What follows belongs to an exercise in optimizing a design on an open flow for small area; a production flow would make more cautious choices. The RTL of this run was laid out without a check of its function. Power figures rest on the tool's default switching activity, not on a simulated workload.

**config.mk**
```make
export PLATFORM = sky130hd
export DESIGN_NAME = cpufinal
export DESIGN_NICKNAME = cpufinal
export VERILOG_FILES = /design/flow/design.v
export SDC_FILE = /design/flow/constraint.sdc
export NUM_CORES = 4
export LEC_CHECK = 0
export CAP_MARGIN = 20
export CORE_MARGIN = 2
export CORE_UTILIZATION = 40
export SLEW_MARGIN = 20
```
**constraint.sdc**
```tcl
create_clock -name core_clock -period 5.0 [get_ports {clk}]
set_input_delay 1.0000 -clock core_clock [delete_from_list [all_inputs] [get_ports {clk}]]
set_output_delay 1.0000 -clock core_clock [all_outputs]
set_load 0.01 [all_outputs]
```
**design.v**
```verilog
module alu (clk, rst, opcode, input1, input2, carryout, result);
input [7:0] input1, input2;
input [3:0] opcode;
input clk, rst;
reg [8:0] temp;
output reg [7:0] result;
output reg carryout;
wire [8:0] temp_c = (opcode == 4'b0010 && temp[8]) ? temp + 9'd1 : temp;
always @(posedge clk) 
	begin
	if (rst) begin
		temp <= 0;
		result <= 0;
		carryout <= 0;
	end
	else begin
		case(opcode)
			4'b0000 : temp <= input1 + input2;  
			4'b0001 : temp <= input1 - input2;  
			4'b0010 : temp <= input1 + ~input2;  
			4'b0011 : temp [7:0] <= input1 | input2;  
			4'b0100 : temp [7:0] <= input1 & input2;  
			4'b0101 : temp [7:0] <= input1 ^ input2;  
			4'b0110 : temp [7:0] <= ~input1;  
			4'b0111 : temp [7:0] <= input1 << 1;  
			4'b1000 : temp [7:0] <= input1 >> 1;  
			4'b1001 : temp [7:0] <= {input1[6:0], input1[7]}; 
			4'b1010 : temp [7:0] <= {input1[0], input1[7:1]};  
			default : temp <= temp;
		endcase
		carryout <= temp_c[8];  
		result <= temp_c[7:0];
	end
	end
endmodule
module memory (clk, rst, ctrl, address, data_in, addr_out, instruction);
	input clk, rst, ctrl;
	input [7:0] address;  
	input [7:0] data_in; 
	output reg [7:0] addr_out;  
	output reg [7:0] instruction; 
	always @(posedge clk) begin
		if (rst) begin
			addr_out <= 0;
			instruction <= 0;
		end
		else if(!ctrl)
			addr_out <= address;
		else
			instruction <= data_in;
	end
endmodule
module regbank (clk, rst, clear, ctrl, reg1, reg2, write, datareg, read1, read2);
	input clk, rst, clear, ctrl;
	input [1:0] reg1, reg2, write;
	input [7:0] datareg;
	output reg [7:0] read1, read2;
	reg [7:0] registerfile [3:0];
	always @(negedge clk) 
	begin 
		if (rst) begin
			registerfile [0] <= 0;
			registerfile [1] <= 0;
			registerfile [2] <= 0;
			registerfile [3] <= 0;
			read1 <= 0;
			read2 <= 0;
		end
		else begin
		if(ctrl) registerfile[write] <= datareg; 
		if(clear) 
		   begin
				registerfile [0] <= 0;
				registerfile [1] <= 0;
				registerfile [2] <= 0;
				registerfile [3] <= 0;
			end
		read1 <= registerfile[reg1]; 
		read2 <= registerfile[reg2];
		end
	end
endmodule
module cu2 (clk, rst,
				ctrl0, address, instruction, data,
				opcode, input1, input2, carryout, result, 
				ctrl1, clear, reg1, reg2, write, datareg, read1, read2, 
				out);
input clk, rst, carryout;
input [7:0] result, read1, read2;
input [7:0] instruction, data;
output reg ctrl0, ctrl1, clear;
output reg [1:0] reg1, reg2, write;
output reg [3:0] opcode;
output reg [7:0] address, input1, input2, datareg, out;
reg jump;
wire nop, single;
reg [1:0] cycle;
reg [7:0] jumpaddress, inst, temp;
wire [7:0] instruction_c;
assign instruction_c = instruction;
assign single = (instruction_c[7:4] <= 4'b1010);
assign nop = (instruction_c == 8'b11111111);
always @ (posedge clk) begin
	if(rst) begin  
        jump <= 0;
	    temp <= 0;
		address <= 0;
		out <= 0;
		ctrl0 <= 0;
		ctrl1 <= 0;
		clear  <= 0;
		reg1 <= 0;
		reg2 <= 0;
		write  <= 0;
		opcode <= 0;
		input1 <= 0;
		input2 <= 0;
		datareg <= 0;
		jumpaddress <= 0;
		inst <= 0;
		cycle <= 2'b11;
	end
    else if(cycle == 2'b00) 
    begin  
		if (jump) temp <= jumpaddress; 
		else temp <= temp + 1;
		if (ctrl0) begin  
		    ctrl0 <= 0;
			cycle <= 2'b01;
		end
		address <= temp;
		cycle <= 2'b01;
	end
	else if (cycle == 2'b01) begin  
        jump <= 0;
		if(!ctrl0) begin  
			jump <= 0;
			ctrl0 <= 1;
			inst <= instruction;
			cycle <= 2'b01;
		end
		if (single) begin  
			if(instruction_c[7:4] == 4'b1010) clear <= 1;
			else begin
				clear <= 0;
				ctrl1 <= 1;
				reg1 <= instruction_c[3:2];
				reg2 <= instruction_c[1:0];
				input1 <= read1;
				input2 <= read2;
				opcode <= instruction_c[7:4];
				if(instruction_c[7:4] <= 4'b0101) write <= instruction_c[1:0];
				else write <= instruction_c[3:2];
				datareg <= result;
				out <= datareg;
			end
			cycle <= 2'b00;
		end
		else begin
			if (nop) cycle <= 2'b00;
			else cycle <= 2'b10;
		end
	end
	else if (cycle == 2'b10) begin  
		case (inst[7:4])
			4'b1011 : begin  
							ctrl1 <= 1;
							write <= inst[1:0];
							datareg <= data;
							out <= datareg;
							cycle <= 2'b00;
						end
			4'b1100 : begin  
							jump <= 1;
							jumpaddress <= data;
							cycle <= 2'b11;
						end
			4'b1101 : begin
			                if (carryout) jump <= 1;
			                jumpaddress <= data;
			                cycle <= 2'b11;
			            end
		endcase
	end
	else if (cycle == 2'b11) begin
		inst <= instruction;
		cycle <= 2'b00;
		end
end
endmodule
module cpufinal (clk, rst, data, data_in, addr_out, out);
input clk, rst;
input [7:0] data_in, data;
output [7:0] addr_out, out;
wire ctrl0, ctrl1, carryout, clear;
wire [1:0] reg1, reg2, write;
wire [3:0] opcode;
wire [7:0] address, input1, input2, result, datareg, read1, read2, instruction;
cu2 CU (.clk (clk), .rst (rst),
				.ctrl0 (ctrl0), .address (address), .instruction (instruction), .data (data),
				.opcode (opcode), .input1 (input1), .input2 (input2), .carryout (carryout), .result (result), 
				.ctrl1 (ctrl1), .clear (clear), .reg1 (reg1), .reg2 (reg2), .write (write), .datareg (datareg), .read1 (read1), .read2 (read2), 
				.out (out));
memory MEM (.clk (clk), .rst (rst), .ctrl (ctrl0), .address (address), .data_in (data_in), .addr_out (addr_out), .instruction (instruction));
alu ALU (.clk (clk), .rst (rst), .opcode (opcode), .input1 (input1), .input2 (input2), .carryout (carryout), .result (result));
regbank BANK (.clk (clk), .rst (rst), .clear (clear), .ctrl (ctrl1), .reg1 (reg1), .reg2 (reg2), .write (write), .datareg (datareg), .read1 (read1), .read2 (read2));
endmodule
```
**run.sh**
```bash
#!/bin/bash
# synth_recipe.tcl (not shown) runs the flow's synth.tcl, then flattens the netlist and writes it again
# the make line also repeats each setting of config.mk as NAME=value (left out here)
make -C /OpenROAD-flow-scripts/flow DESIGN_CONFIG=/design/flow/config.mk WORK_HOME=/design/flow/orfs CLKGATE_MAP_FILE= SYNTH_SCRIPT=/design/flow/synth_recipe.tcl finish
```
==> flow_metrics.tcl <==
set metrics [dict create \
    arrival_ns 2.14 \
    critical_path_class "in -> reg" \
    initial_core_util 0.4085 \
    syn_nets 940 \
    maxSlewViolCount 0 \
    synth_xor_area_frac 0.01378 \
    yosysSeqAreaShare 0.4263 \
    vdd_drop_max_uv 248.1 \
    drcViolationCount 0 \
    ys_seq_elements 160 \
    synth_top_family_by_area "simple AND/OR/NAND/NOR gates" \
    synth.distinct_cells 70 \
    n_antenna_cell 0 \
    numCtsBuffers 17 \
    htreeDepth 4 \
    status "finished clean" \
    die_area_mm2 0.02183 \
    relSlewSlack 0.3308 \
    hpwl_mm 14.46 \
    drtPass1Iterations 5 \
    finalInstanceArea_mm2 0.009562 \
    synthFlopType "dfxtp_1" \
    hold_buffers 0 \
    dr_total_vias 6534 \
    skew_ns 0.03889 \
    grt.total_usage 0.1930 \
    grt-ovfl-total 0 \
    ant_nets 0 \
    synth-edff-count 32 \
    clk_pin_slew_ns 0.07 \
    p_sw_frac 0.3325 \
    seq_power_share 0.434 \
    fp-row-count 52 \
    cap_violations 0 \
    use_met1 0.2593 \
    yosysTopAreaCell "dfxtp_1" \
    synth_mux_area_frac 0.1213 \
    die_h_um 147.8 \
    synth_compound_area_frac 0.1479 \
    p_sw_w 0.001224 \
    required_ns 2.83 \
    fp.dieW_um 147.8 \
    cp-start-kind "input pin" \
    drt_iter0_drc 508 \
    rsz0062_at_grt "false" \
    internal_power_w 0.002458 \
    gp_congestion 0.8870 \
    yosys.area_share.simple 0.1874 \
    syn_area_per_cell_um2 9.329 \
    grt_pass1_wl_mm 33.29 \
    synth_top_cells_by_count "dfxtp_1, nor2_1, nand2_1, mux2i_1, a21oi_1" \
    worst_slew_pin_slew_ns 1.003 \
    critPathCaptureType "flop" \
    numClockSinks 160 \
    io_pins 34 \
    place.detailed.instances 1146 \
    fin_cells 1225 \
    avgRoutedWirePerCell_um 16.57 \
    synthToLayoutAreaGrowth_pct 15.68 \
    post_cts_resized 0 \
    grt-busiest-layer "met2" \
    root_buffer "clkbuf_16" \
    cts_setup_buffers 0 \
    yosysWarnings 4 \
    hold_path.class "reg -> reg" \
    final_util 0.4725 \
    drt-total-wl_mm 20.30 \
    grt_pass1_vias 6457 \
    nets 996 \
    p_clk_frac 0.388 \
    core_area_mm2 0.02023 \
    yosysTopAreaCellShare 0.3100 \
    use_met3 0.04753 \
    holdWs_ns 0.4850 \
    powerDensity_mw_per_mm2 385.1 \
    tritoncts "yes" \
    yosysMostFrequentCell "dfxtp_1" \
    gr-usage-met2 0.2984 \
    synth_fa_ha_area_frac 0.05722 \
    synth_area_mm2 0.008265 \
    grt_max_degree 63 \
    antenna_found_initial 0 \
    async_flop_share 0 \
    p_leak_nw 3.625 \
    finalSetupTns_ns 0 \
    synth.area.top_cells "dfxtp_1, edfxtp_1, mux2i_1" \
    synthCells 886 \
    crit_path_max_fanout 48 \
    clk_latency_ns 0.46 \
    finalHoldViolCount 0 \
    port_buffers 33 \
    layout-drive-gt1-share 0.07853 \
    clock_path_buffers 2 \
    combPwrFrac 0.178 \
    n_fill_cell 1922 \
    dpl-instance-area_mm2 0.008791 \
    viasPerCell 5.334 \
    setup_violations 0 \
]
## final cells by class
class / instances / area, um2 / share of cell area
repair buffers: 47 / 432.9 / 0.04528
inverters: 34 / 127.6 / 0.01335
clock buffers: 17 / 425.4 / 0.04449
clock inverters: 63 / 349.1 / 0.03651
flip-flops and latches: 160 / 3523 / 0.3685
multi-input cells: 634 / 4365 / 0.4566
well taps: 270 / 337.8 / 0.03533
## sequential cells by signal (all words and copies together) (netlist names), 2 cells and up
register	flops
ALU.result	8
ALU.temp	9
BANK.read1	8
BANK.read2	8
BANK.registerfile	32
CU.address	8
CU.cycle	2
CU.datareg	8
CU.input1	8
CU.input2	8
CU.inst	6
CU.jumpaddress	8
CU.opcode	4
CU.out	8
CU.reg1	2
CU.reg2	2
CU.temp	8
CU.write	2
MEM.addr_out	8
MEM.instruction	8
## cells in the final DEF, fill, tap and decap left out, types with 5 or more instances in the layout
master	synthesis	layout
dfxtp_1	128	128
nor2_1	116	116
inv_1	35	82
nand2_1	76	76
mux2i_1	63	63
a21oi_1	54	54
and2_1	50	50
ha_1	33	33
edfxtp_1	32	32
clkdlybuf4s50_1	0	32
o21ai_0	30	30
nand3_1	18	18
clkbuf_16	0	17
mux4_2	16	16
a211oi_1	16	16
buf_4	2	15
nand2b_1	14	14
a22oi_1	12	12
nor3_1	8	8
xnor2_1	7	7
nor2b_1	7	7
and3_1	7	7
xor2_1	6	6
o22ai_1	6	6
a22o_1	6	6
nand4_1	5	5
a31oi_1	5	5
o21bai_1	5	5
a311oi_1	5	5
inv_6	0	5
## per-layer routing
metal,wire length [um],up-vias
li1,-,3252
met1,9429,3078
met2,9347,168
met3,1043,36
met4,476,0
met5,0,-
## critical path, stage by stage
cell,delay (ns)
buf_4,0.09
buf_4,0.42
inv_1,0.37
and2_1,0.25
## cells by family (layout without fill, tap and decap cells)
logic type	Yosys count	in the layout
compound gates	184	184
fa+ha+maj	36	36
mux	80	80
simple gates	321	321
flops	160	160
xor+xnor	13	13
buf+inv	92	161
## power by group through the flow
stage | registers (W) | logic [W] | clock network (W)
after floorplan | 0.00153 | 0.000537 | 0.0000589
after global placement | 0.00163 | 0.000645 | 0.0000589
after detailed placement | 0.00163 | 0.000647 | 0.0000589
after CTS | 0.00160 | 0.000652 | 0.00146
after global routing | 0.00162 | 0.000728 | 0.00154
final | 0.00160 | 0.000656 | 0.00143
## worst paths after layout
path              endpoint  cells after the start  slack (ns)          from
max reg2reg  BANK.read1[0]                      2        1.01    CU.reg1[0]
min reg2reg   CU.input2[3]                      2        0.49  CU.input2[3]
min           CU.input2[3]                      2        0.49  CU.input2[3]
max          BANK.read2[2]                      4        0.69           rst
## stage by stage
stage	setup WS (ns)	total power (W)
final	0.6936	0.003682
after CTS	0.6792	0.003716
after detailed placement	0.2101	0.002333
after global routing	0.5495	0.003891
after floorplan	0.09948	0.002131
after global placement	0.2314	0.002332
